Context: an optimization exercise on an open-source flow, tuned for small area, a short achievable clock period and few clock cycles per item. The choices shown serve that exercise and are no tape-out recipe.
RTL that was checked went through simulation tests only; none was proved equivalent to the original.
No functional check of the RTL was part of runs 1 to 5, 7 and 8.
Power and IR drop assume default switching activity.

==> flow/design.v <==
`timescale 1ns / 1ps
module medfilter2
(
  CLK,
  RSTn,
  Start_sig,
  Done_sig,
  Data_out,
  Rom_addr,
  Rom_data
);
  input CLK;
  input RSTn;
  input Start_sig;
  output Done_sig;
  output [7:0] Data_out;
  output [17:0] Rom_addr;
  input [7:0] Rom_data;
  reg       start_d;
  reg       run;
  reg [1:0] ph;        
  reg       z;         
  reg       first;     
  reg [8:0] rowA;
  reg [8:0] colA;
  reg       zq;        
  reg       done;
  wire start = Start_sig & ~start_d;
  always @(posedge CLK or negedge RSTn)
    if (!RSTn)
      start_d <= 1'b0;
    else
      start_d <= Start_sig;
  reg       eor;       
  wire [8:0] row_inc  = rowA + 9'd1;
  wire [8:0] row_dec1 = rowA - 9'd1;
  wire [8:0] row_dec2 = {rowA[8:1] - 8'd1, rowA[0]};
  always @(posedge CLK or negedge RSTn)
    if (!RSTn) begin
      run   <= 1'b0;
      ph    <= 2'd0;
      z     <= 1'b0;
      first <= 1'b0;
      rowA  <= 9'd0;
      colA  <= 9'd0;
      zq    <= 1'b0;
      done  <= 1'b0;
      eor   <= 1'b0;
    end else if (start) begin
      run   <= 1'b1;
      ph    <= 2'd0;
      z     <= 1'b1;
      first <= 1'b1;
      rowA  <= 9'd511;
      colA  <= 9'd0;
      zq    <= 1'b1;
      done  <= 1'b0;
      eor   <= 1'b0;
    end else if (run) begin
      ph  <= {ph[0], ~ph[1] & ~ph[0]};
      eor <= ~z & (colA == 9'd511);
      if (ph[1]) begin
        z    <= eor;
        rowA <= eor ? row_dec1 : row_dec2;
        if (!z)
          colA <= colA + 9'd1;
      end else
        rowA <= row_inc;
      zq   <= z | (ph == 2'd0 && rowA == 9'd511) | (ph[1] && rowA == 9'd0);
      done <= (ph == 2'd0) & ~first & ~(~z & colA == 9'd3);
      if (ph == 2'd0 && !z && colA == 9'd2)
        first <= 1'b0;
    end
  assign Rom_addr = {rowA, colA};
  assign Done_sig = done;
  wire g0 = (ph == 2'd0);
  wire g1 = (ph == 2'd1);
  wire g2 = (ph == 2'd2);
  reg [7:0] s0, s1, s2, s3, s4, s5, s6, s7, s8, s9, s10;
  reg [7:0] r0, r1, r2;
  reg [7:0] dout;
  wire swa = (g0 | g1) & gt8(s1, s0);
  wire swb = g2 & gt8(s3, s2);
  wire gab = gt8(s10, s7);
  wire gac = gt8(s10, s4);
  wire gbc = gt8(s7, s4);
  wire oa = g0 ? (gab & gac)   : g1 ? (gab ^ gac)    : (~gab & ~gac);
  wire ob = g0 ? (~gab & gbc)  : g1 ? ~(gab ^ gbc)   : (gab & ~gbc);
  wire oc = g0 ? (~gac & ~gbc) : g1 ? (gac ^ gbc)    : (gac & gbc);
  wire [7:0] op3 = ({8{oa}} & s10) | ({8{ob}} & s7) | ({8{oc}} & s4);
  wire fab = gt8(r2, r1);
  wire fac = gt8(r2, r0);
  wire fbc = gt8(r1, r0);
  wire [7:0] fmed = ({8{fab ^ fac}} & r2) | ({8{~(fab ^ fbc)}} & r1) | ({8{fac ^ fbc}} & r0);
  function gt8;
    input [7:0] a, b;
    reg [7:0] g, p;
    begin
      g = a & ~b;
      p = a | ~b;
      gt8 = g[7] | p[7] & (g[6] | p[6] & (g[5] | p[5] & (g[4] | p[4] &
            (g[3] | p[3] & (g[2] | p[2] & (g[1] | p[1] & g[0]))))));
    end
  endfunction
  always @(posedge CLK) begin
    s0  <= Rom_data & {8{~zq}};
    s1  <= swa ? s1 : s0;
    s2  <= swa ? s0 : s1;
    s3  <= swb ? s3 : s2;
    s4  <= swb ? s2 : s3;
    s5  <= s4;
    s6  <= s5;
    s7  <= s6;
    s8  <= s7;
    s9  <= s8;
    s10 <= s9;
    r0  <= op3;
    r1  <= r0;
    r2  <= r1;
    dout <= fmed;
  end
  assign Data_out = dout;
endmodule
==> flow/run.sh <==
#!/bin/bash
# synth_recipe.tcl (not shown) runs the flow's synth.tcl, then flattens the netlist and writes it again
# the make line also repeats each setting of config.mk as NAME=value (left out here)
make -C /OpenROAD-flow-scripts/flow DESIGN_CONFIG=/design/flow/config.mk WORK_HOME=/design/flow/orfs CLKGATE_MAP_FILE= SYNTH_SCRIPT=/design/flow/synth_recipe.tcl finish
==> flow/config.mk <==
export PLATFORM = sky130hd
export DESIGN_NAME = medfilter2
export DESIGN_NICKNAME = medfilter2
export VERILOG_FILES = /design/flow/design.v
export SDC_FILE = /design/flow/constraint.sdc
export NUM_CORES = 4
export LEC_CHECK = 0
export ABC_CLOCK_PERIOD_IN_PS = 2200
export CAP_MARGIN = 20
export CORE_MARGIN = 2
export CORE_UTILIZATION = 40
export SETUP_SLACK_MARGIN = 3.4
export SLEW_MARGIN = 20
==> flow/constraint.sdc <==
create_clock -name core_clock -period 5.5 [get_ports {CLK}]
set_input_delay 1.1000 -clock core_clock [delete_from_list [all_inputs] [get_ports {CLK}]]
set_output_delay 1.1000 -clock core_clock [all_outputs]
set_load 0.01 [all_outputs]
==> results of run 1 <==
## per-stage QoR
step / power [mW] / utilization [%] / setup slack, ns / std cells
after floorplan: 3.34 / - / 2.99 / 568
after global placement: 3.80 / 45.5 / 2.83 / 778
after detailed placement: 3.86 / 45.5 / 2.80 / 778
after CTS: 5.21 / 51.0 / 2.87 / 837
after global routing: 5.72 / 52.2 / 2.76 / 842
final: 5.37 / 52.2 / 2.88 / 842
## sequential cells by signal (all words and copies together) (netlist names), 2 cells and up
signal and cells:
s6 8, r0 8, colA 9, s2 8
r2 8, s8 8, dout 8, ph 2
s0 8, s5 8, s3 8, r1 8
s1 8, rowA 9, s10 8, s9 8
s4 8, s7 8
## layout make-up
type	instances	area, um2	share of cell area, %
Inverter	46	180	2.36
Sequential cell	147	3280	42.8
Clock buffer	20	489	6.40
Tap cell	184	230	3.01
Timing Repair Buffer	70	567	7.41
Clock inverter	12	88.8	1.16
Multi-Input combinational cell	363	2820	36.8
## where the power goes
part	leakage, nW	switching (mW)	total, mW	internal (mW)
combinational	1.46	1.19	2.34	1.15
sequential	1.35	0.370	1.93	1.56
clock	0.292	0.460	1.11	0.648
total	3.10	2.02	5.37	3.35
## cells by family (layout without fill, tap and decap cells)
| group | count (synthesis) | count (layout) | synth area share, % |
|---|---|---|---|
| flops | 147 | 147 | 53.8 |
| compound gates | 116 | 116 | 14.9 |
| fa+ha+maj | 25 | 25 | 4.74 |
| mux | 19 | 19 | 3.78 |
| buf+inv | 58 | 148 | 3.70 |
| xor+xnor | 18 | 18 | 2.62 |
| simple gates | 185 | 185 | 16.4 |
## path summary, 6_finish.rpt
| kind | from | to | slack, ns |
|---|---|---|---|
| hold reg to reg | s6[2] | s7[2] | 0.32 |
| setup reg to reg | s4[4] | r0[5] | 2.88 |
| min in group asynchronous | RSTn | colA[6] | 1.05 |
| setup / recovery | s4[4] | r0[5] | 2.88 |
| hold / removal | s6[2] | s7[2] | 0.32 |
| max in group asynchronous | RSTn | ph[1] | 4.16 |
## per-layer routing
layer / global-route usage, % / wire length, um / up-vias
met5: 0 / 0 / -
met4: 8.73 / 310 / 0
met1: 19.2 / 5460 / 2053
met2: 26.6 / 6000 / 101
li1: - / - / 2175
met3: 3.71 / 482 / 20
## worst max-delay path, cell delays in order, from the launching register on
cell and delay (ns):
dfxtp_4 0.36, nor2b_4 0.12, maj3_2 0.31, a41o_1 0.23, nor4b_2 0.24, a311oi_2 0.06, buf_4 0.17, buf_6 0.11
nor2b_4 0.11, mux2i_1 0.15, o211ai_1 0.13, buf_4 0.19, a221o_1 0.32
## cell usage in the layout, fill, tap and decap left out, types with 4 or more instances in the layout
| cell type | instances |
|---|---|
| a21oi_1 | 20 |
| a221o_1 | 16 |
| a221oi_2 | 4 |
| and2_1 | 9 |
| buf_2 | 13 |
| buf_4 | 31 |
| buf_6 | 7 |
| clkbuf_16 | 19 |
| clkdlybuf4s15_1 | 6 |
| clkdlybuf4s50_1 | 10 |
| dfrtp_1 | 16 |
| dfrtp_2 | 11 |
| dfxtp_1 | 91 |
| dfxtp_2 | 10 |
| edfxtp_1 | 16 |
| ha_1 | 10 |
| inv_1 | 43 |
| inv_6 | 4 |
| maj3_1 | 4 |
| maj3_2 | 11 |
| mux2_1 | 6 |
| mux2_4 | 6 |
| mux2i_1 | 5 |
| nand2_1 | 35 |
| nand2b_1 | 14 |
| nand3_1 | 9 |
| nand4_1 | 8 |
| nor2_1 | 39 |
| nor2b_1 | 24 |
| nor3_1 | 8 |
| o211ai_1 | 8 |
| o21ai_0 | 20 |
| o22ai_1 | 6 |
| or3_1 | 5 |
| xnor2_1 | 8 |
| xor2_1 | 9 |
## repair_timing
action / 4_1_cts / 5_1_grt
endpoints found under the setup margin: 86 / 55
setup buffers: 27 / 5
gates resized for setup: 129 / 32
pin swaps: 30 / 18
==> results.yml, run 1 <==
run_status:
  status: "timing/DRC/antenna clean"
die:
  rows: 44
  die-area_mm2: 0.0160
  io_pins: 38
  die_x_um: 127
  start_util_pct: 41.1
  die_h_um: 127
  coreArea_mm2: 0.0146
placed_design:
  dpl-instance-area_mm2: 0.00666
  gp_congestion: 0.798
  io_buffer_count: 37
  dp_hpwl_mm: 7.92
cells_and_area:
  drive_above_1_share_pct: 26.9
  final_area_mm2: 0.00765
  antenna-diode-count: 0
  syn_to_final_growth_pct: 27.0
  nNetsFinal: 666
  fillers: 1268
critical_path:
  crit_fanout: 8
  required_ns: 5.80
  arrival_ns: 2.92
  cp-start-kind: "flip-flop"
  critPathCaptureType: "flip-flop"
  reg2reg_depth: 12
  worst-setup-path-type: "flip-flop to flip-flop"
synthesis:
  synthTopCellsByCount: "104 x dfxtp_1, 44 x inv_1, 43 x nor2_1"
  synth_edf_count: 16
  ys_warn_count: 1
  yosys.area.top_type: "dfxtp_1"
  synth_cell_types: 70
  ys_seq_area_share_pct: 53.8
  avgSynthCellArea_um2: 10.6
  synth.most_common_cell: "dfxtp_1"
  postSynthCellCount: 568
  ys_top_cells_by_area: "dfxtp_1 35%, dfrtp_1 11%, edfxtp_1 8.0%"
  async_flop_share_pct: 18.4
  dominantRegCellSynth: "dfxtp_1"
  synth_top_area_share_pct: 34.6
  syn_area_mm2: 0.00602
  ys_ff_latch: 147
  syn_nets: 589
timing:
  skew_ns: 0.00893
  fmaxAchievable_mhz: 382
  maxSlewHeadroom_pct: 62.2
  worst_hold_slack_ns: 0.319
  finalCritPeriodShare_pct: 47.6
  rsz0062_at_grt: "true"
  setup_viol: 0
  tightest_slew_ns: 0.552
  fin_setup_tns_ns: 0
  maxSlewViolCount: 0
  hold_viol: 0
  finalCriticalPeriod_ns: 2.62
pwr:
  power-per-cell-area_mw_per_mm2: 702
  power_leakage_nw: 3.10
  vdd_drop_max_uv: 315
route:
  drc: 0
  routed_wl_mm: 12.3
  ant_nets: 0
  routed_via_density: 5.17
  vias: 4349
  wl_per_cell_um: 14.6
  drt_iter0_drc: 221
  drt_pre_antenna_iters: 4
clock_network:
  cts_tree: "built"
  cts-buffers-inserted: 17
  cts.sink_count: 147
  clk_pin_slew_ns: 0.06
  cts.htree.levels: 4
  clk_latency_ns: 0.42
  ctsLongestPathBuffers: 2
  holdBufCountCts: 0
  cts-root-buf: "clkbuf_16"
run:
  maxCapViolCount: 0
global_routing:
  grt_max_degree: 28
  grt_usage_pct: 16.0
  grt_pass1_wl_mm: 20.3
  antenna_found_initial: 0
  grt_pass1_vias: 4297
  grt-ovfl-total: 0
hold_path:
  whs_path_depth: 0
  min_path_type: "flip-flop to flip-flop"
==> run 2, diff against run 1 <==
--- a/flow/config.mk
+++ b/flow/config.mk
@@ -5,9 +5,9 @@
 export SDC_FILE = /design/flow/constraint.sdc
 export NUM_CORES = 4
 export LEC_CHECK = 0
-export ABC_CLOCK_PERIOD_IN_PS = 2200
+export ABC_CLOCK_PERIOD_IN_PS = 1500
 export CAP_MARGIN = 20
 export CORE_MARGIN = 2
 export CORE_UTILIZATION = 40
-export SETUP_SLACK_MARGIN = 3.4
+export SETUP_SLACK_MARGIN = 3.3
 export SLEW_MARGIN = 20
==> run 2 against run 1 <==
  * Still clean on timing, DRC and antenna
  * Critical path depth shrank 3
  * Design area increased by 0.88%
  * Largest cell class unchanged
  * First-iteration DRC count rose by 16%
  * Non-clock buffer count up 2
  * Sequential share of layout area decreased by 0.42 points
  * Highest routed layer unchanged
  * Synthesized cell count unchanged
  * Register-to-register slack worse by 0.02 ns
  * Clock power rose by 5%
  * Clock skew decreased by 0.0011 ns
  * Utilization rose by 0.46 points
  * Die area unchanged
==> results.yml, run 2 <==
run_status:
  status: "timing/DRC/antenna clean"
die:
  die_x_um: 127
  rows: 44
  coreArea_mm2: 0.0146
  io_pins: 38
  start_util_pct: 41.1
  die_h_um: 127
  die-area_mm2: 0.0160
critical_path:
  cpMaxStageDelayCell: "edfxtp_1"
  cp_top_family: "adder cells"
  cp-start-kind: "flip-flop"
  cp_cell_sequence: "nand2b_4, maj3_2, maj3_2, maj3_2, o221ai_4, a21oi_2, maj3_2, nor2_8, mux2_4"
  required_ns: 5.81
  critPathCaptureType: "flip-flop"
  crit-reg2reg-launch: "s1[0]"
  worstSetupStartpoint: "s1[0]"
  r2r_end: "s2[1]"
  ff2ff_setup_slack_ns: 2.86
  arrival_ns: 2.95
  max_stage_delay_ns: 0.39
  crit_buf_inv: 0
  critPathMostFrequentCell: "maj3_2"
  crit_fanout: 7
  crit_end: "s2[1]"
  reg2reg_depth: 9
  worst-path-stages: 9
  worst-setup-path-type: "flip-flop to flip-flop"
global_routing:
  grt-ovfl-total: 0
  antenna_found_initial: 0
  grt_pass1_vias: 4355
  grt_max_degree: 28
  grt_pass1_wl_mm: 20.3
  grt_usage_pct: 15.8
synthesis:
  synthTopCellsByCount: "104 x dfxtp_1, 44 x inv_1, 43 x nor2_1"
  ys_ff_latch: 147
  synth_top_area_share_pct: 34.6
  postSynthCellCount: 568
  async_flop_share_pct: 18.4
  ys_top_cells_by_area: "dfxtp_1 35%, dfrtp_1 11%, edfxtp_1 8.0%"
  ys_warn_count: 1
  synth.most_common_cell: "dfxtp_1"
  avgSynthCellArea_um2: 10.6
  yosys.area.top_type: "dfxtp_1"
  syn_nets: 589
  synth_edf_count: 16
  syn_area_mm2: 0.00602
  ys_seq_area_share_pct: 53.8
  synth_cell_types: 70
  dominantRegCellSynth: "dfxtp_1"
timing:
  rsz0062_at_grt: "true"
  finalCritPeriodShare_pct: 47.9
  layout_setup_ws_ns: 2.86
  maxSlewHeadroom_pct: 62.6
  hold_viol: 0
  fmaxAchievable_mhz: 379
  finalCriticalPeriod_ns: 2.64
  fin_setup_tns_ns: 0
  skew_ns: 0.00784
  tightest_slew_ns: 0.559
  setup_viol: 0
  maxSlewViolCount: 0
cells_and_area:
  drive_above_1_share_pct: 24.4
  nNetsFinal: 668
  regArea_mm2: 0.00327
  final_common_cell: "dfxtp_1"
  antenna-diode-count: 0
  fillers: 1295
  largestRegisters: "colA x9, rowA x9"
  most-common-layout-cells: "89 x dfxtp_1, 42 x inv_1, 40 x nor2_1"
  final_cell_count_no_fill: 844
  multi_input_area_mm2: 0.00281
  syn_to_final_growth_pct: 28.1
  utilization_pct: 52.7
route:
  vias: 4435
  drt_iter0_drc: 256
  routed_via_density: 5.25
  drt_pre_antenna_iters: 5
  routed_wl_mm: 12.2
  drc: 0
  ant_nets: 0
  wl_per_cell_um: 14.5
run:
  maxCapViolCount: 0
pwr:
  vdd_drop_max_uv: 303
  power_leakage_nw: 3.14
  power-per-cell-area_mw_per_mm2: 710
clock_network:
  clk_pin_slew_ns: 0.06
  cts-root-buf: "clkbuf_16"
  clk_latency_ns: 0.42
  cts.htree.levels: 4
  cts.sink_count: 147
  cts-buffers-inserted: 17
  cts_tree: "built"
  holdBufCountCts: 0
  ctsLongestPathBuffers: 2
placed_design:
  io_buffer_count: 37
  dp.cells: 778
  dp_hpwl_mm: 7.83
  preCtsSetupSlack_ns: 2.82
  gp_congestion: 0.871
hold_path:
  min_path_type: "flip-flop to flip-flop"
## run 2: logic make-up (layout without fill, tap and decap cells)
| kind of cell | count (synthesis) | in the layout | share of synthesized area, % |
|---|---|---|---|
| AND/OR/NAND/NOR | 185 | 185 | 16.4 |
| AO/OA/AOI/OAI | 116 | 116 | 14.9 |
| multiplexers | 19 | 19 | 3.78 |
| flip-flops | 147 | 147 | 53.8 |
| adder cells (fa/ha/maj) | 25 | 25 | 4.74 |
| buffers and inverters | 58 | 150 | 3.70 |
| XOR/XNOR | 18 | 18 | 2.62 |
## run 2: worst min-delay path by stage
stage               start     end  slack [ns]  depth (start not counted)
finish              s9[3]  s10[3]        0.32                          0
global placement    s8[4]   s9[4]        0.31                          0
detailed placement  s6[4]   s7[4]        0.31                          0
global route        s9[3]  s10[3]        0.32                          0
floorplan           s9[0]  s10[0]        0.31                          0
CTS                 s6[4]   s7[4]        0.33                          0
## run 2: through the flow
stage	total power [mW]	instance area [um2]	hold slack [ns]
after global routing	5.82	7710	0.321
after floorplan	3.33	6090	0.310
final	5.48	7710	0.322
after detailed placement	3.85	6650	0.312
after global placement	3.78	6650	0.310
after CTS	5.32	7570	0.326
## run 2: repair_timing
item,4_1_cts,5_1_grt
gates resized for setup,78,34
cloned,0,0
pin swaps,32,13
buffers inserted,31,3
endpoints found under the setup margin,76,53
## run 2: per-layer routing
layer  vias to the layer above  global-route usage (%)  wire length (um)
li1                       2178                       -                 -
met1                      2144                    19.4              5530
met2                        92                    26.3              6020
met3                        21                    3.75               401
met4                         0                    7.82               267
met5                         -                       0                 0
## run 2: cell type report
| class | count | share of cell area (%) |
|---|---|---|
| flip-flops and latches | 147 | 42.4 |
| clock inverters | 9 | 1.17 |
| repair buffers | 72 | 7.93 |
| multi-input cells | 363 | 36.4 |
| clock buffers | 23 | 6.76 |
| inverters | 46 | 2.30 |
| well taps | 184 | 2.98 |
## run 2: power breakdown
| part | switching, mW | leakage [nW] | internal (mW) |
|---|---|---|---|
| sequential | 0.363 | 1.35 | 1.55 |
| clock | 0.453 | 0.303 | 0.718 |
| combinational | 1.21 | 1.48 | 1.18 |
| total | 2.03 | 3.14 | 3.45 |
## run 2: worst reg2reg max path: cells and delay by family, from the launching register on
family	cells	cell delay (ns)
mux	1	0.33
compound gates	2	0.24
flops	1	0.39
fa+ha+maj	4	1.30
simple gates	2	0.27
==> run 3, diff against run 2 <==
--- a/flow/config.mk
+++ b/flow/config.mk
@@ -5,9 +5,9 @@
 export SDC_FILE = /design/flow/constraint.sdc
 export NUM_CORES = 4
 export LEC_CHECK = 0
-export ABC_CLOCK_PERIOD_IN_PS = 1500
 export CAP_MARGIN = 20
 export CORE_MARGIN = 2
 export CORE_UTILIZATION = 40
-export SETUP_SLACK_MARGIN = 3.3
+export CTS_CLUSTER_DIAMETER = 100
+export CTS_CLUSTER_SIZE = 40
 export SLEW_MARGIN = 20
==> run 3 against run 2 <==
  * Synthesized cell count unchanged
  * Critical path type unchanged
  * Fmax down 5.3%
  * Routed wire length is 7.9% lower
  * Clock power shrank 5%
  * Register-to-register slack got worse by 0.15 ns
  * Still clean
  * Largest cell class unchanged
==> results.yml, run 3 <==
global_routing:
  grt-ovfl-total: 0
  grt_max_degree: 28
  antenna_found_initial: 0
  grt_pass1_wl_mm: 19.5
  grt_usage_pct: 15.2
  grt_pass1_vias: 4239
clock_network:
  cts.sink_count: 147
  clk_pin_slew_ns: 0.06
  post_cts_buffers: 0
  cts.htree.levels: 4
  holdBufCountCts: 0
  cts-root-buf: "clkbuf_16"
  ctsLongestPathBuffers: 2
  cts-buffers-inserted: 17
  cts_tree: "built"
  clk_latency_ns: 0.42
  cts_resized: 0
timing:
  rsz0062_at_grt: "false"
  hold_viol: 0
  layout_setup_ws_ns: 2.72
  skew_ns: 0.00812
  setup_viol: 0
  maxSlewHeadroom_pct: 38.6
  fin_setup_tns_ns: 0
  maxSlewViolCount: 0
  finalCriticalPeriod_ns: 2.78
  fmaxAchievable_mhz: 359
  finalCritPeriodShare_pct: 50.6
  tightest_slew_ns: 0.919
cells_and_area:
  final_common_cell: "dfxtp_1"
  nNetsFinal: 634
  antenna-diode-count: 0
  most-common-layout-cells: "104 x dfxtp_1, 44 x inv_1, 43 x nor2_1"
  regArea_mm2: 0.00324
  largestRegisters: "colA x9, rowA x9"
  drive_above_1_share_pct: 9.74
  fillers: 1354
  syn_to_final_growth_pct: 18.7
  multi_input_area_mm2: 0.00256
critical_path:
  cp_top_family: "compound AO/OA/AOI/OAI gates"
  r2r_end: "r0[0]"
  cp_cell_sequence: "nand2b_1, maj3_2, a221oi_1, a2111oi_0, o221a_2, nor2_1, mux2i_1, o211ai_1, a221o_1"
  required_ns: 5.81
  critPathCaptureType: "flip-flop"
  crit-reg2reg-launch: "s4[0]"
  max_stage_delay_ns: 0.39
  cpMaxStageDelayCell: "a221o_1"
  arrival_ns: 3.09
  crit_buf_inv: 0
  cp-start-kind: "flip-flop"
  reg2reg_depth: 9
  worst-setup-path-type: "flip-flop to flip-flop"
  worst-path-stages: 9
  crit_fanout: 8
  ff2ff_setup_slack_ns: 2.72
synthesis:
  synth_edf_count: 16
  ys_warn_count: 1
  ys_top_cells_by_area: "dfxtp_1 35%, dfrtp_1 11%, edfxtp_1 8.0%"
  ys_ff_latch: 147
  postSynthCellCount: 568
  synth_cell_types: 70
  syn_area_mm2: 0.00602
  avgSynthCellArea_um2: 10.6
  dominantRegCellSynth: "dfxtp_1"
  synth_top_area_share_pct: 34.6
  yosys.area.top_type: "dfxtp_1"
  ys_seq_area_share_pct: 53.8
  syn_nets: 589
  synthTopCellsByCount: "104 x dfxtp_1, 44 x inv_1, 43 x nor2_1"
  async_flop_share_pct: 18.4
  synth.most_common_cell: "dfxtp_1"
placed_design:
  preCtsSetupSlack_ns: 2.77
  gp_congestion: 0.783
  io_buffer_count: 37
  dp_hpwl_mm: 7.79
pwr:
  p_switching_mw: 1.77
  comb_power_share_pct: 37.6
  internal_power_mw: 3.08
  p_clk_share_pct: 22.8
  vdd_drop_max_uv: 297
  pwr-share-seq_pct: 39.6
  power-per-cell-area_mw_per_mm2: 678
  switching_share_pct: 36.5
  power_leakage_nw: 2.82
die:
  rows: 44
  io_pins: 38
  die_x_um: 127
  die-area_mm2: 0.0160
  die_h_um: 127
  start_util_pct: 41.1
  coreArea_mm2: 0.0146
route:
  ant_nets: 0
  routed_via_density: 5.20
  routed_wl_mm: 11.2
  drt_iter0_drc: 178
  wl_per_cell_um: 13.9
  drt_pre_antenna_iters: 4
  drc: 0
  vias: 4212
run_status:
  status: "timing/DRC/antenna clean"
hold_path:
  worstHoldStart: "s8[2]"
  whs_endpoint: "s9[2]"
  min_path_type: "flip-flop to flip-flop"
  whs_path_depth: 0
run:
  maxCapViolCount: 0
[run 3: cells by family after synthesis]
group | after synthesis | share of synthesized area (%)
xor+xnor | 18 | 2.62
simple gates | 185 | 16.4
flops | 147 | 53.8
mux | 19 | 3.78
fa+ha+maj | 25 | 4.74
compound gates | 116 | 14.9
buf+inv | 58 | 3.70
[run 3: through the flow]
step | std cells | cell area, um2 | util (%) | power, mW | hold WS, ns
floorplan | 568 | 6020 | - | 3.25 | 0.310
global placement | 778 | 6580 | 44.9 | 3.69 | 0.310
detailed placement | 778 | 6580 | 44.9 | 3.76 | 0.312
CTS | 810 | 7150 | 48.8 | 4.88 | 0.326
global route | 810 | 7150 | 48.8 | 5.20 | 0.329
finish | 810 | 7150 | 48.8 | 4.85 | 0.321
[run 3: how the worst max path moves through the flow]
| stage | startpoint | end | slack [ns] |
|---|---|---|---|
| floorplan | s3[0] | s3[0] | 2.97 |
| global placement | s4[0] | r0[0] | 2.81 |
| detailed placement | s3[0] | s3[1] | 2.77 |
| CTS | rowA[2] | Rom_addr[11] | 2.75 |
| global route | s4[0] | r0[7] | 2.49 |
| finish | s4[0] | r0[0] | 2.72 |
[run 3: per-layer routing]
metal | track usage (%) | vias to the layer above | share of wire [%]
met1 | 18.3 | 2018 | 46
met5 | 0 | - | 0
met3 | 4.64 | 17 | 3.5
li1 | - | 2108 | -
met2 | 25.2 | 69 | 48
met4 | 6.59 | 0 | 1.6
[run 3: power by group through the flow]
stage	Sequential, mW	Clock, mW	Combinational, mW
after floorplan	1.82	0	1.43
after global placement	1.91	0	1.78
after detailed placement	1.94	0	1.82
after CTS	1.92	1.13	1.83
after global routing	1.99	1.19	2.02
final	1.92	1.11	1.82
[run 3: final cells by class]
cell class	instances	area share (%)
inverter	46	2.42
multi-input combinational	363	35.8
clock buffer	19	6.06
tap	184	3.22
timing repair buffer	38	5.29
clock inverter	13	1.93
sequential	147	45.3
==> run 4, diff against run 3 <==
--- a/flow/config.mk
+++ b/flow/config.mk
@@ -8,6 +8,7 @@
 export CAP_MARGIN = 20
 export CORE_MARGIN = 2
 export CORE_UTILIZATION = 40
-export CTS_CLUSTER_DIAMETER = 100
-export CTS_CLUSTER_SIZE = 40
+export CTS_BUF_LIST = sky130_fd_sc_hd__clkbuf_8
+export CTS_CLUSTER_DIAMETER = 200
+export CTS_CLUSTER_SIZE = 50
 export SLEW_MARGIN = 20
==> run 4 against run 3 <==
  * Clock skew about the same
  * Die area unchanged
  * Critical path depth unchanged
  * Utilization down 1.3 points
  * Synthesized cell count unchanged
  * Worst hold slack better by 0.0064 ns
  * Sequential power about the same
  * Total power down 6.3%
  * Combinational power about the same
==> results.yml, run 4 <==
placed_design:
  gp_congestion: 0.783
  dp_hpwl_mm: 7.79
  dpl-instance-area_mm2: 0.00658
  preCtsSetupSlack_ns: 2.77
  io_buffer_count: 37
die:
  die_x_um: 127
  rows: 44
  io_pins: 38
  coreArea_mm2: 0.0146
  start_util_pct: 41.1
  die_h_um: 127
  die-area_mm2: 0.0160
route:
  ant_nets: 0
  routed_wl_mm: 11.2
  routed_via_density: 5.18
  drt_iter0_drc: 173
  vias: 4196
  drc: 0
  wl_per_cell_um: 13.8
  drt_pre_antenna_iters: 4
timing:
  hold_viol: 0
  maxSlewHeadroom_pct: 39.2
  finalCritPeriodShare_pct: 50.6
  layout_setup_ws_ns: 2.72
  rsz0062_at_grt: "false"
  fin_setup_tns_ns: 0
  worst_hold_slack_ns: 0.328
  setup_viol: 0
  tightest_slew_ns: 0.911
  fmaxAchievable_mhz: 359
  finalCriticalPeriod_ns: 2.78
  skew_ns: 0.00802
  maxSlewViolCount: 0
cells_and_area:
  multi_input_area_mm2: 0.00256
  fillers: 1376
  largestRegisters: "colA x9, rowA x9"
  drive_above_1_share_pct: 9.74
  final_common_cell: "dfxtp_1"
  most-common-layout-cells: "104 x dfxtp_1, 46 x inv_1, 43 x nor2_1"
  syn_to_final_growth_pct: 15.6
  antenna-diode-count: 0
  regArea_mm2: 0.00324
  final_area_mm2: 0.00696
  nNetsFinal: 634
critical_path:
  arrival_ns: 3.11
  worst-setup-path-type: "flip-flop to flip-flop"
  max_stage_delay_ns: 0.39
  cp_cell_sequence: "nand2b_1, maj3_2, a221oi_1, a2111oi_0, o221a_2, nor2_1, mux2i_1, o211ai_1, a221o_1"
  reg2reg_depth: 9
  required_ns: 5.83
  crit_fanout: 8
  r2r_end: "r0[0]"
  critPathCaptureType: "flip-flop"
  ff2ff_setup_slack_ns: 2.72
  crit-reg2reg-launch: "s4[0]"
  cpMaxStageDelayCell: "a221o_1"
  crit_buf_inv: 0
  cp_top_family: "compound AO/OA/AOI/OAI gates"
  cp-start-kind: "flip-flop"
synthesis:
  ys_top_cells_by_area: "dfxtp_1 35%, dfrtp_1 11%, edfxtp_1 8.0%"
  synth_edf_count: 16
  postSynthCellCount: 568
  synth.most_common_cell: "dfxtp_1"
  yosys.area.top_type: "dfxtp_1"
  dominantRegCellSynth: "dfxtp_1"
  synthTopCellsByCount: "104 x dfxtp_1, 44 x inv_1, 43 x nor2_1"
  syn_area_mm2: 0.00602
  ys_warn_count: 1
  syn_nets: 589
  ys_seq_area_share_pct: 53.8
  async_flop_share_pct: 18.4
  synth_top_area_share_pct: 34.6
  synth_cell_types: 70
  ys_ff_latch: 147
  avgSynthCellArea_um2: 10.6
clock_network:
  cts-root-buf: "clkbuf_8"
  clk_latency_ns: 0.44
  ctsLongestPathBuffers: 2
  cts.sink_count: 147
  clk_pin_slew_ns: 0.08
  cts.htree.levels: 4
  holdBufCountCts: 0
  cts-buffers-inserted: 17
  post_cts_buffers: 0
  cts_resized: 0
  cts_tree: "built"
hold_path:
  worstHoldStart: "s8[6]"
  whs_endpoint: "s9[6]"
  whs_path_depth: 0
  min_path_type: "flip-flop to flip-flop"
global_routing:
  grt_pass1_vias: 4207
  grt-ovfl-total: 0
  grt_usage_pct: 14.9
  grt_max_degree: 28
  antenna_found_initial: 0
  grt_pass1_wl_mm: 19.3
pwr:
  p_total_mw: 4.54
  power-per-cell-area_mw_per_mm2: 653
  vdd_drop_max_uv: 255
  power_leakage_nw: 2.74
run_status:
  status: "timing/DRC/antenna clean"
run:
  maxCapViolCount: 0
-- run 4: cell counts after synthesis --
No cell type changed its count.
-- run 4: metal layers --
layer	global-route usage, %	vias up	part of all wire (%)
met4	5.69	0	1.8
met2	24.9	78	48
met3	4.68	21	3.9
met5	0	-	0
li1	-	2102	-
met1	18.1	1995	46
-- run 4: metrics by stage --
stage,util (%),cells
after global placement,44.9,778
after floorplan,-,568
after detailed placement,44.9,778
after global routing,47.5,810
after CTS,47.5,810
final,47.5,810
-- run 4: how the worst max path moves through the flow --
| stage | from | end | slack [ns] | cells after the start |
|---|---|---|---|---|
| after floorplan | s3[0] | s3[0] | 2.97 | 9 |
| after global placement | s4[0] | r0[0] | 2.81 | 9 |
| after detailed placement | s3[0] | s3[1] | 2.77 | 9 |
| after CTS | rowA[2] | Rom_addr[11] | 2.71 | 1 |
| after global routing | s4[0] | r0[7] | 2.49 | 9 |
| final | s4[0] | r0[0] | 2.72 | 9 |
-- run 4: logic make-up after synthesis --
logic type,Yosys count,share of synthesized area [%]
compound gates,116,14.9
xor+xnor,18,2.62
fa+ha+maj,25,4.74
buf+inv,58,3.70
flops,147,53.8
mux,19,3.78
simple gates,185,16.4
-- run 4: final cells by class --
class | count | share of cell area (%)
tap | 184 | 3.31
timing repair buffer | 38 | 5.43
sequential | 147 | 46.5
multi-input combinational | 363 | 36.8
clock inverter | 15 | 2.09
clock buffer | 17 | 3.36
inverter | 46 | 2.48
-- run 4: power breakdown --
part           switching, mW  internal, mW
registers              0.380          1.54
clock network          0.402         0.397
logic                  0.954         0.875
==> run 5, diff against run 4 <==
--- a/flow/design.v
+++ b/flow/design.v
@@ -95,11 +95,21 @@
   function gt8;
     input [7:0] a, b;
     reg [7:0] g, p;
+    reg [3:0] g2, p2;
+    reg [1:0] g4, p4;
+    integer i;
     begin
       g = a & ~b;
       p = a | ~b;
-      gt8 = g[7] | p[7] & (g[6] | p[6] & (g[5] | p[5] & (g[4] | p[4] &
-            (g[3] | p[3] & (g[2] | p[2] & (g[1] | p[1] & g[0]))))));
+      for (i = 0; i < 4; i = i + 1) begin
+        g2[i] = g[2*i+1] | p[2*i+1] & g[2*i];
+        p2[i] = p[2*i+1] & p[2*i];
+      end
+      for (i = 0; i < 2; i = i + 1) begin
+        g4[i] = g2[2*i+1] | p2[2*i+1] & g2[2*i];
+        p4[i] = p2[2*i+1] & p2[2*i];
+      end
+      gt8 = g4[1] | p4[1] & g4[0];
     end
   endfunction
   always @(posedge CLK) begin
--- a/flow/config.mk
+++ b/flow/config.mk
@@ -9,6 +9,5 @@
 export CORE_MARGIN = 2
 export CORE_UTILIZATION = 40
 export CTS_BUF_LIST = sky130_fd_sc_hd__clkbuf_8
-export CTS_CLUSTER_DIAMETER = 200
-export CTS_CLUSTER_SIZE = 50
+export SETUP_SLACK_MARGIN = 3.3
 export SLEW_MARGIN = 20
==> run 5 against run 4 <==
  * Still clean on timing, DRC and antenna
  * Area after synthesis decreased by 4.6%
  * Routed wire length decreased by 1.4%
  * Total power increased by 9.6%
  * Sequential power decreased by 3%
  * Clock-buffer cell count increased by 1
  * Flip-flop and latch count unchanged
  * Cell count increased by 0.74%
  * Die area decreased by 4.5%
  * Utilization increased by 4.3 points
  * Sequential share of layout area decreased by 1.4 points
  * First-iteration DRC count increased by 28%
  * Critical path type unchanged
  * Largest cell class unchanged
  * Highest routed layer unchanged
==> results.yml, run 5 <==
run_status:
  status: "timing/DRC/antenna clean"
clock_network:
  clk_latency_ns: 0.43
  ctsLongestPathBuffers: 2
  cts_tree: "built"
  cts-buffers-inserted: 17
  holdBufCountCts: 0
  cts.sink_count: 147
  cts-root-buf: "clkbuf_8"
  clk_pin_slew_ns: 0.08
  cts.htree.levels: 4
synthesis:
  ys_warn_count: 1
  synth.most_common_cell: "dfxtp_1"
  synth-compound-area-share_pct: 13.1
  synth_top_family_by_area: "simple AND/OR/NAND/NOR gates"
  synth_edf_count: 16
  yosys.area_share.simple_pct: 15.3
  ys_seq_area_share_pct: 56.4
  synth_cell_types: 63
  avgSynthCellArea_um2: 10.6
  synth_xor_area_share_pct: 2.90
  syn_nets: 562
  synth_top_area_share_pct: 36.3
  ys_ff_latch: 147
  yosys.area.top_type: "dfxtp_1"
  synthTopCellsByCount: "104 x dfxtp_1, 52 x nand2_1, 51 x inv_1"
  async_flop_share_pct: 18.4
  synthMuxAreaShare_pct: 3.23
  synth_fa_ha_area_share_pct: 4.84
  postSynthCellCount: 541
  dominantRegCellSynth: "dfxtp_1"
  ys_top_cells_by_area: "dfxtp_1 36%, dfrtp_1 12%, edfxtp_1 8.4%"
  syn_area_mm2: 0.00574
critical_path:
  arrival_ns: 2.87
  crit-reg2reg-launch: "s4[0]"
  crit_fanout: 8
  required_ns: 5.81
  critPathCaptureType: "flip-flop"
  worstSetupStartpoint: "s4[0]"
  worst-setup-path-type: "flip-flop to flip-flop"
  cp-start-kind: "flip-flop"
cells_and_area:
  antenna-diode-count: 0
  final_cell_count_no_fill: 816
  regArea_mm2: 0.00326
  most-common-layout-cells: "98 x dfxtp_1, 52 x inv_1, 52 x nand2_1"
  largestRegisters: "colA x9, rowA x9"
  drive_above_1_share_pct: 24.7
  final_common_cell: "dfxtp_1"
  fillers: 1221
  nNetsFinal: 644
  utilization_pct: 51.8
  multi_input_area_mm2: 0.00251
  syn_to_final_growth_pct: 25.8
  final_area_mm2: 0.00722
route:
  ant_nets: 0
  wl_per_cell_um: 13.5
  routed_via_density: 5.09
  drc: 0
  drt_pre_antenna_iters: 5
  routed_wl_mm: 11.0
  vias: 4156
  drt_iter0_drc: 221
global_routing:
  grt-ovfl-total: 0
  grt_pass1_vias: 4028
  antenna_found_initial: 0
  grt_pass1_wl_mm: 18.6
  grt_max_degree: 28
  grt_usage_pct: 15.6
timing:
  hold_viol: 0
  tightest_slew_ns: 0.534
  setup_viol: 0
  maxSlewHeadroom_pct: 63.5
  fin_setup_tns_ns: 0
  fmaxAchievable_mhz: 391
  rsz0062_at_grt: "true"
  skew_ns: 0.00819
  finalCriticalPeriod_ns: 2.56
  finalCritPeriodShare_pct: 46.5
  maxSlewViolCount: 0
die:
  io_pins: 38
  die-area_mm2: 0.0153
  die_h_um: 124
  coreArea_mm2: 0.0139
  start_util_pct: 41.2
  rows: 43
  die_x_um: 124
pwr:
  internal_power_mw: 3.14
  comb_power_share_pct: 43.8
  power_leakage_nw: 3.02
  pwr-share-seq_pct: 37.2
  power-per-cell-area_mw_per_mm2: 689
  p_switching_mw: 1.83
  vdd_drop_max_uv: 323
  p_clk_share_pct: 19.0
  switching_share_pct: 36.8
hold_path:
  min_path_type: "flip-flop to flip-flop"
  worstHoldStart: "s6[2]"
placed_design:
  dpl-instance-area_mm2: 0.00637
  io_buffer_count: 37
  dp_hpwl_mm: 7.29
  dp.cells: 751
  gp_congestion: 0.793
run:
  maxCapViolCount: 0
run 5: changes by cell type after synthesis, moves of 7 or more:
cell / previous run / this run
nor2_1: 43 / 33
inv_1: 44 / 51
mux2_2: 0 / 9
nand2_1: 35 / 52
nor2b_1: 30 / 20
a221o_1: 16 / 1
a222oi_1: 1 / 11
o21ai_0: 22 / 13
and2_1: 10 / 2
run 5: worst max-delay path: stages (launching register included):
cell	delay, ns
dfxtp_2	0.32
nand2b_4	0.12
maj3_2	0.29
a221o_1	0.31
a222oi_1	0.33
o221ai_2	0.25
and3_2	0.29
a311oi_4	0.28
buf_6	0.17
o211ai_1	0.08
run 5: worst paths after layout:
check                           to  slack (ns)  cells past startpoint
max                          r0[6]        2.94                      9
min                          s7[2]        0.32                      0
max reg2reg                  r0[6]        2.94                      9
min reg2reg                  s7[2]        0.32                      0
max in group asynchronous  rowA[2]        4.16                      2
min in group asynchronous  colA[6]        1.03                      2
run 5: what timing repair did:
action                     in CTS  in global routing
setup buffers                  28                  5
pin swaps                      26                 12
setup endpoints to repair      73                 66
resized for setup             108                 29
run 5: power groups by stage:
stage	logic [mW]	registers, mW	clock network, mW
final	2.18	1.85	0.945
after global routing	2.41	1.91	1.02
after CTS	2.08	1.84	0.981
after detailed placement	1.74	1.89	0
after global placement	1.70	1.87	0
after floorplan	1.35	1.80	0
run 5: area by class of cell:
class	count	share of cell area [%]
Clock inverter	14	2.88
Inverter	52	2.77
Multi-Input combinational cell	334	34.8
Timing Repair Buffer	71	7.92
Clock buffer	18	3.43
Tap cell	180	3.12
Sequential cell	147	45.1
run 5: per-stage QoR:
stage	power (mW)	worst slack (ns)	hold slack, ns
after detailed placement	3.63	2.81	0.312
after CTS	4.90	2.94	0.326
final	4.98	2.94	0.322
after floorplan	3.14	3.14	0.310
after global routing	5.34	2.74	0.326
after global placement	3.57	2.85	0.310
run 5: cells by family (layout without fill, tap and decap cells):
group | count (synthesis) | after routing
simple gates | 172 | 172
flops | 147 | 147
compound gates | 101 | 101
buf+inv | 60 | 155
fa+ha+maj | 25 | 25
xor+xnor | 19 | 19
mux | 17 | 17
run 5: layer usage:
| metal | vias up | wire, um | part of all wire, % | GRT usage, % |
|---|---|---|---|---|
| met5 | - | 0 | 0 | 0 |
| met4 | 0 | 75 | 0.68 | 6.32 |
| met3 | 7 | 421 | 3.8 | 4.67 |
| met2 | 76 | 5490 | 50 | 25.3 |
| met1 | 2002 | 5050 | 46 | 19.3 |
| li1 | 2071 | - | - | - |
==> run 6, diff against run 5 <==
--- a/flow/design.v
+++ b/flow/design.v
@@ -67,8 +67,8 @@
       end else
         rowA <= row_inc;
       zq   <= z | (ph == 2'd0 && rowA == 9'd511) | (ph[1] && rowA == 9'd0);
-      done <= (ph == 2'd0) & ~first & ~(~z & colA == 9'd3);
-      if (ph == 2'd0 && !z && colA == 9'd2)
+      done <= ph[1] & ~first & ~(~z & colA == 9'd3);
+      if (ph[1] && !z && colA == 9'd2)
         first <= 1'b0;
     end
   assign Rom_addr = {rowA, colA};
@@ -76,22 +76,24 @@
   wire g0 = (ph == 2'd0);
   wire g1 = (ph == 2'd1);
   wire g2 = (ph == 2'd2);
-  reg [7:0] s0, s1, s2, s3, s4, s5, s6, s7, s8, s9, s10;
-  reg [7:0] r0, r1, r2;
+  reg [7:0] s0, s1, s2, s3, s4, s5, s6, s7, s8, s9, s10, s11;
+  reg [7:0] r0, r1, r2, r3;
   reg [7:0] dout;
   wire swa = (g0 | g1) & gt8(s1, s0);
   wire swb = g2 & gt8(s3, s2);
-  wire gab = gt8(s10, s7);
-  wire gac = gt8(s10, s4);
-  wire gbc = gt8(s7, s4);
-  wire oa = g0 ? (gab & gac)   : g1 ? (gab ^ gac)    : (~gab & ~gac);
-  wire ob = g0 ? (~gab & gbc)  : g1 ? ~(gab ^ gbc)   : (gab & ~gbc);
-  wire oc = g0 ? (~gac & ~gbc) : g1 ? (gac ^ gbc)    : (gac & gbc);
-  wire [7:0] op3 = ({8{oa}} & s10) | ({8{ob}} & s7) | ({8{oc}} & s4);
-  wire fab = gt8(r2, r1);
-  wire fac = gt8(r2, r0);
-  wire fbc = gt8(r1, r0);
-  wire [7:0] fmed = ({8{fab ^ fac}} & r2) | ({8{~(fab ^ fbc)}} & r1) | ({8{fac ^ fbc}} & r0);
+  reg q_bc, q_ac, x1, x2, x3;
+  wire gab = x3;
+  wire gac = q_ac;
+  wire gbc = q_bc;
+  wire oa = g1 ? (gab & gac)   : g2 ? (gab ^ gac)    : (~gab & ~gac);
+  wire ob = g1 ? (~gab & gbc)  : g2 ? ~(gab ^ gbc)   : (gab & ~gbc);
+  wire oc = g1 ? (~gac & ~gbc) : g2 ? (gac ^ gbc)    : (gac & gbc);
+  wire [7:0] op3 = ({8{oa}} & s11) | ({8{ob}} & s8) | ({8{oc}} & s5);
+  reg f1, f1d, f2;
+  wire fab = f1d;
+  wire fac = f2;
+  wire fbc = f1;
+  wire [7:0] fmed = ({8{fab ^ fac}} & r3) | ({8{~(fab ^ fbc)}} & r2) | ({8{fac ^ fbc}} & r1);
   function gt8;
     input [7:0] a, b;
     reg [7:0] g, p;
@@ -124,9 +126,19 @@
     s8  <= s7;
     s9  <= s8;
     s10 <= s9;
+    s11 <= s10;
+    q_bc <= gt8(s7, s4);
+    q_ac <= gt8(s10, s4);
+    x1  <= q_bc;
+    x2  <= x1;
+    x3  <= x2;
     r0  <= op3;
     r1  <= r0;
     r2  <= r1;
+    r3  <= r2;
+    f1  <= gt8(r1, r0);
+    f2  <= gt8(r2, r0);
+    f1d <= f1;
     dout <= fmed;
   end
   assign Data_out = dout;
==> run 6 against run 5 <==
  * Worst hold slack improved by 0.0031 ns
  * Utilization decreased by 4.4 points
  * Design area decreased by 0.54%
  * Global-route usage decreased by 1.8 points
  * Fmax increased by 18%
  * Clock power decreased by 9.1%
  * Routed wire length decreased by 4.0%
  * Largest power group is now registers
  * Worst setup slack improved by 0.39 ns
  * Sequential share of layout area increased by 6.8 points
  * Register-to-register slack improved by 0.53 ns
  * Non-clock buffer count decreased by 13
==> results.yml, run 6 <==
run_status:
  status: "timing/DRC/antenna clean"
hold_path:
  whs_path_depth: 0
  whs_endpoint: "s10[7]"
  min_path_type: "flip-flop to flip-flop"
  worstHoldStart: "s9[7]"
synthesis:
  postSynthCellCount: 552
  ys_top_cells_by_area: "dfxtp_1 42%, dfrtp_1 11%, edfxtp_1 7.8%"
  syn_nets: 579
  synth_edf_count: 16
  synth_cell_types: 56
  avgSynthCellArea_um2: 11.2
  synthTopCellsByCount: "128 x dfxtp_1, 66 x inv_1, 38 x nor2_1"
  syn_area_mm2: 0.00616
  yosys.area.top_type: "dfxtp_1"
  synth_top_area_share_pct: 41.6
  async_flop_share_pct: 15.8
  ys_warn_count: 1
  ys_seq_area_share_pct: 60.4
  dominantRegCellSynth: "dfxtp_1"
  ys_ff_latch: 171
  synth.most_common_cell: "dfxtp_1"
global_routing:
  antenna_found_initial: 0
  grt-ovfl-total: 0
  grt_pass1_wl_mm: 17.9
  grt_max_degree: 28
  grt_pass1_vias: 3924
  grt_usage_pct: 13.7
die:
  die_h_um: 128
  start_util_pct: 40.7
  io_pins: 38
  coreArea_mm2: 0.0151
  die_x_um: 128
  rows: 45
  die-area_mm2: 0.0164
critical_path:
  critPathCaptureType: "flip-flop"
  arrival_ns: 2.53
  worst-setup-path-type: "input pin to flip-flop"
  crit_fanout: 5
  crit-reg2reg-launch: "rowA[1]"
  reg2reg_depth: 9
  cp-start-kind: "input pin"
  required_ns: 5.86
  ff2ff_setup_slack_ns: 3.47
  r2r_end: "rowA[8]"
timing:
  hold_viol: 0
  setup_viol: 0
  finalCritPeriodShare_pct: 39.4
  fmaxAchievable_mhz: 461
  maxSlewHeadroom_pct: 49.0
  tightest_slew_ns: 0.762
  rsz0062_at_grt: "false"
  finalCriticalPeriod_ns: 2.17
  maxSlewViolCount: 0
  fin_setup_tns_ns: 0
  skew_ns: 0.0147
pwr:
  power-per-cell-area_mw_per_mm2: 605
  vdd_drop_max_uv: 247
  p_total_mw: 4.34
  power_leakage_nw: 3.10
placed_design:
  gp_congestion: 0.814
  dp_hpwl_mm: 7.02
  dpl-instance-area_mm2: 0.00671
  io_buffer_count: 37
  dp.cells: 763
route:
  wl_per_cell_um: 13.0
  routed_via_density: 5.00
  routed_wl_mm: 10.6
  ant_nets: 0
  vias: 4068
  drt_pre_antenna_iters: 4
  drc: 0
  drt_iter0_drc: 186
cells_and_area:
  drive_above_1_share_pct: 16.5
  regArea_mm2: 0.00373
  syn_to_final_growth_pct: 16.7
  antenna-diode-count: 0
  fillers: 1375
  largestRegisters: "colA x9, rowA x9"
  multi_input_area_mm2: 0.00214
  final_area_mm2: 0.00718
  most-common-layout-cells: "128 x dfxtp_1, 69 x inv_1, 38 x nor2_1"
  final_common_cell: "dfxtp_1"
  nNetsFinal: 640
  final_cell_count_no_fill: 814
run:
  maxCapViolCount: 0
clock_network:
  cts.sink_count: 171
  cts-buffers-inserted: 17
  holdBufCountCts: 0
  clk_pin_slew_ns: 0.09
  ctsLongestPathBuffers: 2
  clk_latency_ns: 0.44
  cts_tree: "built"
  cts.htree.levels: 4
  cts-root-buf: "clkbuf_8"
-- run 6: cell types whose count changed in the layout (fill, tap and decap cells not counted), moves of 6 or more --
cell / change
a22oi_1: +6
dfxtp_1: +30
maj3_1: +11
inv_1: +17
maj3_2: -8
nor2_1: +7
a221o_1: +7
o22ai_1: +6
o211ai_1: -13
nand2_1: -28
ha_1: +6
buf_4: -7
-- run 6: kinds of logic (layout without fill, tap and decap cells) --
family / after synthesis / in the layout / synth area share, %
xor gates and xnor gates: 10 / 10 / 1.42
AOI/OAI and AO/OA: 104 / 104 / 11.9
and+or+nand+nor: 128 / 128 / 10.6
muxes: 22 / 22 / 4.23
buffers and inverters: 83 / 157 / 5.20
adders and majority gates: 34 / 34 / 6.22
DFF: 171 / 171 / 60.4
-- run 6: how the worst max path moves through the flow --
stage          slack [ns]  cells after the start  startpoint      endpoint
2_1_floorplan        3.35                      4   Start_sig       colA[5]
3_3_place_gp         2.79                      6   Start_sig       colA[5]
3_5_place_dp         2.69                      6   Start_sig       colA[5]
4_1_cts              3.21                      1     rowA[1]  Rom_addr[10]
5_1_grt              3.30                      6   Start_sig       colA[5]
6_report             3.33                      6   Start_sig       colA[5]
-- run 6: power by group --
part / leakage, nW / switching (mW) / internal, mW
logic: 1.33 / 0.646 / 0.677
registers: 1.55 / 0.364 / 1.80
clock network: 0.213 / 0.440 / 0.419
total: 3.10 / 1.45 / 2.89
-- run 6: metal layers --
metal | vias to the layer above | routed length, um | track usage, %
met4 | 0 | 61 | 4.59
li1 | 2035 | - | -
met2 | 74 | 5160 | 22.7
met5 | - | 0 | 0
met3 | 4 | 420 | 4.63
met1 | 1955 | 4950 | 16.9
-- run 6: repair_timing --
action / 4_1_cts / 5_1_grt
resized for setup: 81 / 14
endpoints found under the setup margin: 53 / 27
setup buffers: 18 / 1
pin swaps: 0 / 1
-- run 6: worst max-delay path, cell delays in order --
cell and delay (ns):
clkdlybuf4s50_1 0.49, nor2b_2 0.15, buf_6 0.11, o2111ai_2 0.17
or3_1 0.36, a21oi_1 0.15
-- run 6: layout make-up --
class / instances / share of cell area (%)
Sequential cell: 171 / 52.0
Clock inverter: 14 / 1.97
Tap cell: 188 / 3.27
Multi-Input combinational cell: 298 / 29.7
Timing Repair Buffer: 58 / 6.11
Clock buffer: 18 / 3.45
Inverter: 67 / 3.50
-- run 6: stage by stage --
stage	utilization [%]	hold WS, ns	worst slack (ns)
floorplan	-	0.310	3.35
global placement	44.3	0.310	2.79
detailed placement	44.3	0.312	2.69
CTS	47.5	0.323	3.21
global route	47.4	0.336	3.30
finish	47.4	0.325	3.33
Testbench counts of run 6, summed over its fixed seeds: cycles 2,363,946, items 786,432.
==> run 7, diff against run 6 <==
--- a/flow/design.v
+++ b/flow/design.v
@@ -16,6 +16,7 @@
   output [7:0] Data_out;
   output [17:0] Rom_addr;
   input [7:0] Rom_data;
+  reg       st1;       
   reg       start_d;
   reg       run;
   reg [1:0] ph;        
@@ -25,12 +26,15 @@
   reg [8:0] colA;
   reg       zq;        
   reg       done;
-  wire start = Start_sig & ~start_d;
+  wire start = st1 & ~start_d;
   always @(posedge CLK or negedge RSTn)
-    if (!RSTn)
+    if (!RSTn) begin
+      st1     <= 1'b0;
       start_d <= 1'b0;
-    else
-      start_d <= Start_sig;
+    end else begin
+      st1     <= Start_sig;
+      start_d <= st1;
+    end
   reg       eor;       
   wire [8:0] row_inc  = rowA + 9'd1;
   wire [8:0] row_dec1 = rowA - 9'd1;
@@ -77,7 +81,7 @@
   wire g1 = (ph == 2'd1);
   wire g2 = (ph == 2'd2);
   reg [7:0] s0, s1, s2, s3, s4, s5, s6, s7, s8, s9, s10, s11;
-  reg [7:0] r0, r1, r2, r3;
+  reg [7:0] r0n, r1n, r2n, r3n;    
   reg [7:0] dout;
   wire swa = (g0 | g1) & gt8(s1, s0);
   wire swb = g2 & gt8(s3, s2);
@@ -88,12 +92,12 @@
   wire oa = g1 ? (gab & gac)   : g2 ? (gab ^ gac)    : (~gab & ~gac);
   wire ob = g1 ? (~gab & gbc)  : g2 ? ~(gab ^ gbc)   : (gab & ~gbc);
   wire oc = g1 ? (~gac & ~gbc) : g2 ? (gac ^ gbc)    : (gac & gbc);
-  wire [7:0] op3 = ({8{oa}} & s11) | ({8{ob}} & s8) | ({8{oc}} & s5);
+  wire [7:0] op3n = ~(({8{oa}} & s11) | ({8{ob}} & s8) | ({8{oc}} & s5));
   reg f1, f1d, f2;
   wire fab = f1d;
   wire fac = f2;
   wire fbc = f1;
-  wire [7:0] fmed = ({8{fab ^ fac}} & r3) | ({8{~(fab ^ fbc)}} & r2) | ({8{fac ^ fbc}} & r1);
+  wire [7:0] fmed = ~(({8{fab ^ fac}} & r3n) | ({8{~(fab ^ fbc)}} & r2n) | ({8{fac ^ fbc}} & r1n));
   function gt8;
     input [7:0] a, b;
     reg [7:0] g, p;
@@ -132,12 +136,12 @@
     x1  <= q_bc;
     x2  <= x1;
     x3  <= x2;
-    r0  <= op3;
-    r1  <= r0;
-    r2  <= r1;
-    r3  <= r2;
-    f1  <= gt8(r1, r0);
-    f2  <= gt8(r2, r0);
+    r0n <= op3n;
+    r1n <= r0n;
+    r2n <= r1n;
+    r3n <= r2n;
+    f1  <= gt8(r0n, r1n);
+    f2  <= gt8(r0n, r2n);
     f1d <= f1;
     dout <= fmed;
   end
==> run 7 against run 6 <==
  * Area after synthesis shrank 0.59%
  * First-iteration DRC count grew 16%
  * Worst setup slack gained 0.046 ns
  * Design area shrank 0.57%
  * Total power shrank 0.47%
  * Clock-buffer cell count shrank 1
  * Via count shrank 0.17%
  * Die area shrank 0.57%
  * Combinational power is essentially flat
  * Worst hold slack lost 0.0086 ns
  * Sequential share of layout area grew 0.65 points
  * Critical path depth shrank 5
==> results.yml, run 7 <==
timing:
  fin_setup_tns_ns: 0
  finalCriticalPeriod_ns: 2.12
  rsz0062_at_grt: "false"
  worst_hold_slack_ns: 0.317
  hold_viol: 0
  fmaxAchievable_mhz: 471
  setup_viol: 0
  tightest_slew_ns: 0.760
  maxSlewViolCount: 0
  finalCritPeriodShare_pct: 38.6
  maxSlewHeadroom_pct: 49.0
  skew_ns: 0.0148
  layout_setup_ws_ns: 3.38
clock_network:
  cts_tree: "built"
  clk_pin_slew_ns: 0.10
  cts.htree.levels: 4
  clk_latency_ns: 0.45
  cts-root-buf: "clkbuf_8"
  cts-buffers-inserted: 17
  ctsLongestPathBuffers: 2
  cts.sink_count: 172
pwr:
  p_total_mw: 4.32
  power_leakage_nw: 3.09
  power-per-cell-area_mw_per_mm2: 605
  vdd_drop_max_uv: 286
route:
  drt_iter0_drc: 216
  drt_pre_antenna_iters: 6
  vias: 4061
  wl_per_cell_um: 13.5
  routed_via_density: 5.06
  routed_wl_mm: 10.8
  ant_nets: 0
  drc: 0
global_routing:
  grt_pass1_wl_mm: 18.6
  grtUsageMet1_pct: 17.2
  grt_max_degree: 29
  grt-ovfl-total: 0
  use_met3_pct: 4.51
  busiest_layer: "met2"
  grt_pass1_vias: 4043
  antenna_found_initial: 0
  grt_usage_pct: 14.2
  gr-usage-met2_pct: 24.1
critical_path:
  crit_fanout: 4
  worst-setup-path-type: "flip-flop to output pin"
  arrival_ns: 1.02
  cpMaxStageDelayCell: "dfrtp_1"
  required_ns: 4.40
  cp_top_family: "flip-flops"
  cp_cell_sequence: "buf_2"
  max_stage_delay_ns: 0.43
  cp-start-kind: "flip-flop"
  critPathCaptureType: "output pin"
  crit_buf_inv: 1
cells_and_area:
  fillers: 1391
  multi_input_area_mm2: 0.00215
  drive_above_1_share_pct: 18.2
  syn_to_final_growth_pct: 16.7
  final_area_mm2: 0.00714
  antenna-diode-count: 0
  largestRegisters: "colA x9, rowA x9"
  nNetsFinal: 629
  utilization_pct: 47.3
  final_cell_count_no_fill: 803
  regArea_mm2: 0.00376
  final_common_cell: "dfxtp_1"
  most-common-layout-cells: "128 x dfxtp_1, 48 x inv_1, 33 x nor2_1"
placed_design:
  dp.cells: 751
  dpl-instance-area_mm2: 0.00668
  io_buffer_count: 37
  preCtsSetupSlack_ns: 3.05
  dp_hpwl_mm: 7.33
  gp_congestion: 0.781
run_status:
  status: "timing/DRC/antenna clean"
die:
  die_x_um: 128
  die-area_mm2: 0.0163
  die_h_um: 128
  rows: 45
  start_util_pct: 40.6
  coreArea_mm2: 0.0151
  io_pins: 38
synthesis:
  synth.most_common_cell: "dfxtp_1"
  ys_warn_count: 1
  dominantRegCellSynth: "dfxtp_1"
  ys_seq_area_share_pct: 61.1
  postSynthCellCount: 539
  syn_nets: 566
  ys_top_cells_by_area: "dfxtp_1 42%, dfrtp_1 11%, edfxtp_1 7.8%"
  ys_ff_latch: 172
  syn_area_mm2: 0.00612
  async_flop_share_pct: 16.3
  avgSynthCellArea_um2: 11.4
  synthTopCellsByCount: "128 x dfxtp_1, 48 x inv_1, 34 x nor2_1"
  yosys.area.top_type: "dfxtp_1"
  synth_top_area_share_pct: 41.9
  synth_edf_count: 16
  synth_cell_types: 49
hold_path:
  min_path_type: "flip-flop to flip-flop"
run:
  maxCapViolCount: 0
==> run 7: cell count changes in the layout (fill, tap and decap cells not counted), sizes merged, moves of 5 or more <==
cell	delta
nand2	+7
a21oi	+6
a221oi	+6
inv	-19
a221o	-8
nand2b	+10
nor2	-5
==> run 7: cell families (layout without fill, tap and decap cells) <==
family	count (synthesis)	count (layout)	share of synthesized area (%)
xor gates and xnor gates	12	12	1.72
buffers and inverters	63	139	3.99
and+or+nand+nor	132	132	10.9
muxes	22	22	4.13
adders and majority gates	33	33	6.17
AOI/OAI and AO/OA	105	105	12.0
DFF	172	172	61.1
==> run 7: final cells by class <==
| class | instances | area share [%] |
|---|---|---|
| Tap cell | 188 | 3.29 |
| Multi-Input combinational cell | 304 | 30.1 |
| Clock inverter | 15 | 1.98 |
| Sequential cell | 172 | 52.6 |
| Timing Repair Buffer | 59 | 6.20 |
| Clock buffer | 17 | 3.28 |
| Inverter | 48 | 2.52 |
==> run 7: path summary, 6_finish.rpt <==
path / slack [ns] / end / start / depth (start not counted)
worst max-delay path: 3.38 / Rom_addr[8] / colA[8] / 1
worst min-delay path: 0.32 / s7[2] / s6[2] / 0
worst max register to register: 3.48 / s4[5] / s2[0] / 6
worst min register to register: 0.32 / s7[2] / s6[2] / 0
max in group asynchronous: 4.18 / rowA[8] / RSTn / 2
min in group asynchronous: 1.02 / rowA[3] / RSTn / 2
==> run 7: timing repair <==
action,CTS,global route
hold buffers,0,0
gates cloned,0,0
resized for setup,87,10
pin swaps,0,1
setup endpoints to repair,44,24
buffers inserted,17,3
==> run 7: per-layer routing <==
| metal | share of wire, % | vias to the layer above | wire, um |
|---|---|---|---|
| met2 | 49 | 65 | 5310 |
| met5 | 0 | - | 0 |
| met3 | 3.6 | 8 | 395 |
| met1 | 46 | 1964 | 5040 |
| li1 | - | 2024 | - |
| met4 | 0.90 | 0 | 98 |
==> run 7: worst register-to-register path: stages (launching register included) <==
cell      delay [ns]
dfxtp_1         0.32
nand2b_1        0.14
maj3_2          0.31
a221oi_2        0.19
o22ai_1         0.15
a211o_4         0.47
mux2_4          0.33
==> run 7: report_power, final <==
part	switching [mW]	leakage [nW]	internal, mW
clock	0.490	0.191	0.336
combinational	0.651	1.33	0.675
sequential	0.370	1.56	1.80
total	1.51	3.09	2.81
==> run 8, diff against run 7 <==
--- a/flow/config.mk
+++ b/flow/config.mk
@@ -9,5 +9,5 @@
 export CORE_MARGIN = 2
 export CORE_UTILIZATION = 40
 export CTS_BUF_LIST = sky130_fd_sc_hd__clkbuf_8
-export SETUP_SLACK_MARGIN = 3.3
+export SETUP_SLACK_MARGIN = 3.55
 export SLEW_MARGIN = 20
==> run 8 against run 7 <==
  * Register-to-register slack improved by 0.08 ns
  * Via count is 1.8% higher
  * Cell count increased by 1.2%
  * Largest power group unchanged
  * Critical endpoint unchanged
  * Flip-flop and latch count stayed put
  * Largest cell class unchanged
==> results.yml, run 8 <==
synthesis:
  ys_seq_area_share_pct: 61.1
  ys_warn_count: 1
  synth_fa_ha_area_share_pct: 6.17
  yosys.area_share.simple_pct: 10.9
  syn_area_mm2: 0.00612
  synth_cell_types: 49
  avgSynthCellArea_um2: 11.4
  synth_edf_count: 16
  syn_nets: 566
  yosys.area.top_type: "dfxtp_1"
  ys_top_cells_by_area: "dfxtp_1 42%, dfrtp_1 11%, edfxtp_1 7.8%"
  synth-compound-area-share_pct: 12.0
  synthTopCellsByCount: "128 x dfxtp_1, 48 x inv_1, 34 x nor2_1"
  postSynthCellCount: 539
  synth.most_common_cell: "dfxtp_1"
  synth_top_family_by_area: "compound AO/OA/AOI/OAI gates"
  synth_top_area_share_pct: 41.9
  synth_xor_area_share_pct: 1.72
  synthMuxAreaShare_pct: 4.13
  dominantRegCellSynth: "dfxtp_1"
  async_flop_share_pct: 16.3
  ys_ff_latch: 172
route:
  wl_per_cell_um: 13.8
  ant_nets: 0
  drt_iter0_drc: 222
  vias: 4135
  drc: 0
  drt_pre_antenna_iters: 5
  routed_via_density: 5.09
  routed_wl_mm: 11.2
cells_and_area:
  syn_to_final_growth_pct: 20.9
  final_cell_count_no_fill: 813
  final_area_mm2: 0.00740
  fillers: 1365
  drive_above_1_share_pct: 23.7
  largestRegisters: "colA x9, rowA x9"
  nNetsFinal: 639
  antenna-diode-count: 0
  most-common-layout-cells: "125 x dfxtp_1, 45 x inv_1, 32 x nor2_1"
  final_common_cell: "dfxtp_1"
clock_network:
  cts.htree.levels: 4
  clk_latency_ns: 0.45
  cts-root-buf: "clkbuf_8"
  ctsLongestPathBuffers: 2
  cts_tree: "built"
  holdBufCountCts: 0
  clk_pin_slew_ns: 0.10
  cts.sink_count: 172
  cts-buffers-inserted: 17
critical_path:
  worst-setup-path-type: "flip-flop to output pin"
  arrival_ns: 1.03
  cp_top_family: "flip-flops"
  r2r_end: "s4[5]"
  cp-start-kind: "flip-flop"
  cp_cell_sequence: "buf_2"
  required_ns: 4.40
  critPathCaptureType: "output pin"
  reg2reg_depth: 6
  ff2ff_setup_slack_ns: 3.56
  max_stage_delay_ns: 0.43
  cpMaxStageDelayCell: "dfrtp_1"
  crit-reg2reg-launch: "s2[0]"
  crit_buf_inv: 1
  crit_fanout: 4
die:
  die_x_um: 128
  start_util_pct: 40.6
  coreArea_mm2: 0.0151
  rows: 45
  die_h_um: 128
  io_pins: 38
  die-area_mm2: 0.0163
timing:
  worst_hold_slack_ns: 0.321
  maxSlewViolCount: 0
  finalCriticalPeriod_ns: 2.13
  finalCritPeriodShare_pct: 38.6
  hold_viol: 0
  fmaxAchievable_mhz: 471
  rsz0062_at_grt: "true"
  skew_ns: 0.0143
  setup_viol: 0
  maxSlewHeadroom_pct: 49.0
  fin_setup_tns_ns: 0
  tightest_slew_ns: 0.760
global_routing:
  grt_max_degree: 29
  grt_pass1_vias: 4095
  grt_usage_pct: 14.4
  antenna_found_initial: 0
  grt-ovfl-total: 0
  grt_pass1_wl_mm: 19.0
placed_design:
  dp.cells: 751
  gp_congestion: 0.781
  dpl-instance-area_mm2: 0.00668
  io_buffer_count: 37
  dp_hpwl_mm: 7.33
hold_path:
  min_path_type: "flip-flop to flip-flop"
  worstHoldStart: "s6[2]"
  whs_endpoint: "s7[2]"
  whs_path_depth: 0
run_status:
  status: "timing/DRC/antenna clean"
pwr:
  power_leakage_nw: 3.18
  power-per-cell-area_mw_per_mm2: 608
  vdd_drop_max_uv: 291
run:
  maxCapViolCount: 0
[run 8: cell counts after synthesis]
No cell type changed its count.
[run 8: worst max-delay path by stage]
stage                  from     endpoint  slack (ns)  cells after the start
floorplan             s2[0]        s4[1]        3.64                      7
global placement      ph[1]       r0n[7]        3.21                      5
detailed placement    ph[1]       r0n[0]        3.05                      5
CTS                 colA[6]  Rom_addr[6]        3.34                      1
global route        colA[8]  Rom_addr[8]        3.30                      1
finish              colA[8]  Rom_addr[8]        3.37                      1
[run 8: final cells by class]
| cell class | count | area (um2) | share of cell area, % |
|---|---|---|---|
| Inverter | 48 | 186 | 2.52 |
| Multi-Input combinational cell | 305 | 2270 | 30.7 |
| Tap cell | 188 | 235 | 3.18 |
| Clock inverter | 15 | 141 | 1.91 |
| Clock buffer | 17 | 234 | 3.16 |
| Sequential cell | 172 | 3770 | 50.9 |
| Timing Repair Buffer | 68 | 566 | 7.64 |
[run 8: what timing repair did]
item,CTS,global route
setup endpoints to repair,76,64
resized for setup,136,34
cloned,1,0
pin swaps,5,9
setup buffers,22,7
[run 8: power breakdown]
group	leakage (nW)	internal, mW	switching, mW	total (mW)
combinational	1.42	0.774	0.715	1.49
sequential	1.56	1.81	0.377	2.18
clock	0.191	0.336	0.491	0.826
total	3.18	2.92	1.58	4.50
[run 8: per-stage QoR]
step	util, %	power, mW	setup slack [ns]
after floorplan	-	3.06	3.64
after global placement	44.3	3.41	3.21
after detailed placement	44.3	3.49	3.05
after CTS	47.8	4.42	3.34
after global routing	49.0	4.82	3.30
final	49.0	4.50	3.37
[run 8: kinds of logic (layout without fill, tap and decap cells)]
family	count (synthesis)	in the layout
AOI/OAI and AO/OA	105	106
buffers and inverters	63	148
DFF	172	172
muxes	22	22
xor gates and xnor gates	12	12
and+or+nand+nor	132	132
adders and majority gates	33	33
[run 8: routing by layer]
layer / track usage, % / vias to the layer above / part of all wire (%)
li1: - / 2048 / -
met1: 17.4 / 2011 / 46
met2: 24.9 / 67 / 50
met3: 4.51 / 9 / 3.6
met4: 4.40 / 0 / 0.94
met5: 0 / - / 0

## static timing again, ports no longer ideal
The flow's constraints put no driver on any port. The routed layouts listed below were extracted and timed again, unchanged, in two steps. Step 1: set_driving_cell puts a clkbuf_16 on CLK and a buf_2 on each other input, an assumption about the parent block. Step 2, shift: input delay + t, output delay - t, t = (earliest + latest rising clock arrival at the registers) / 2. This alone moves slack from input paths to output paths. a / b / c = no drivers / after step 1 / after step 2; a / b = the first two.
run | t, ns | setup WS [ns]
run 1 | 0.461 | 2.883 / 2.883 / 2.883
run 2 | 0.463 | 2.863 / 2.863 / 2.863
run 3 | 0.459 | 2.716 / 2.716 / 2.716
run 4 | 0.474 | 2.718 / 2.703 / 2.718
run 5 | 0.468 | 2.944 / 2.944 / 2.944
run 6 | 0.462 | 3.331 / 3.344 / 2.882
run 7 | 0.479 | 3.377 / 3.341 / 3.476
run 8 | 0.477 | 3.375 / 3.339 / 3.557
After both steps every run listed still meets setup and hold.
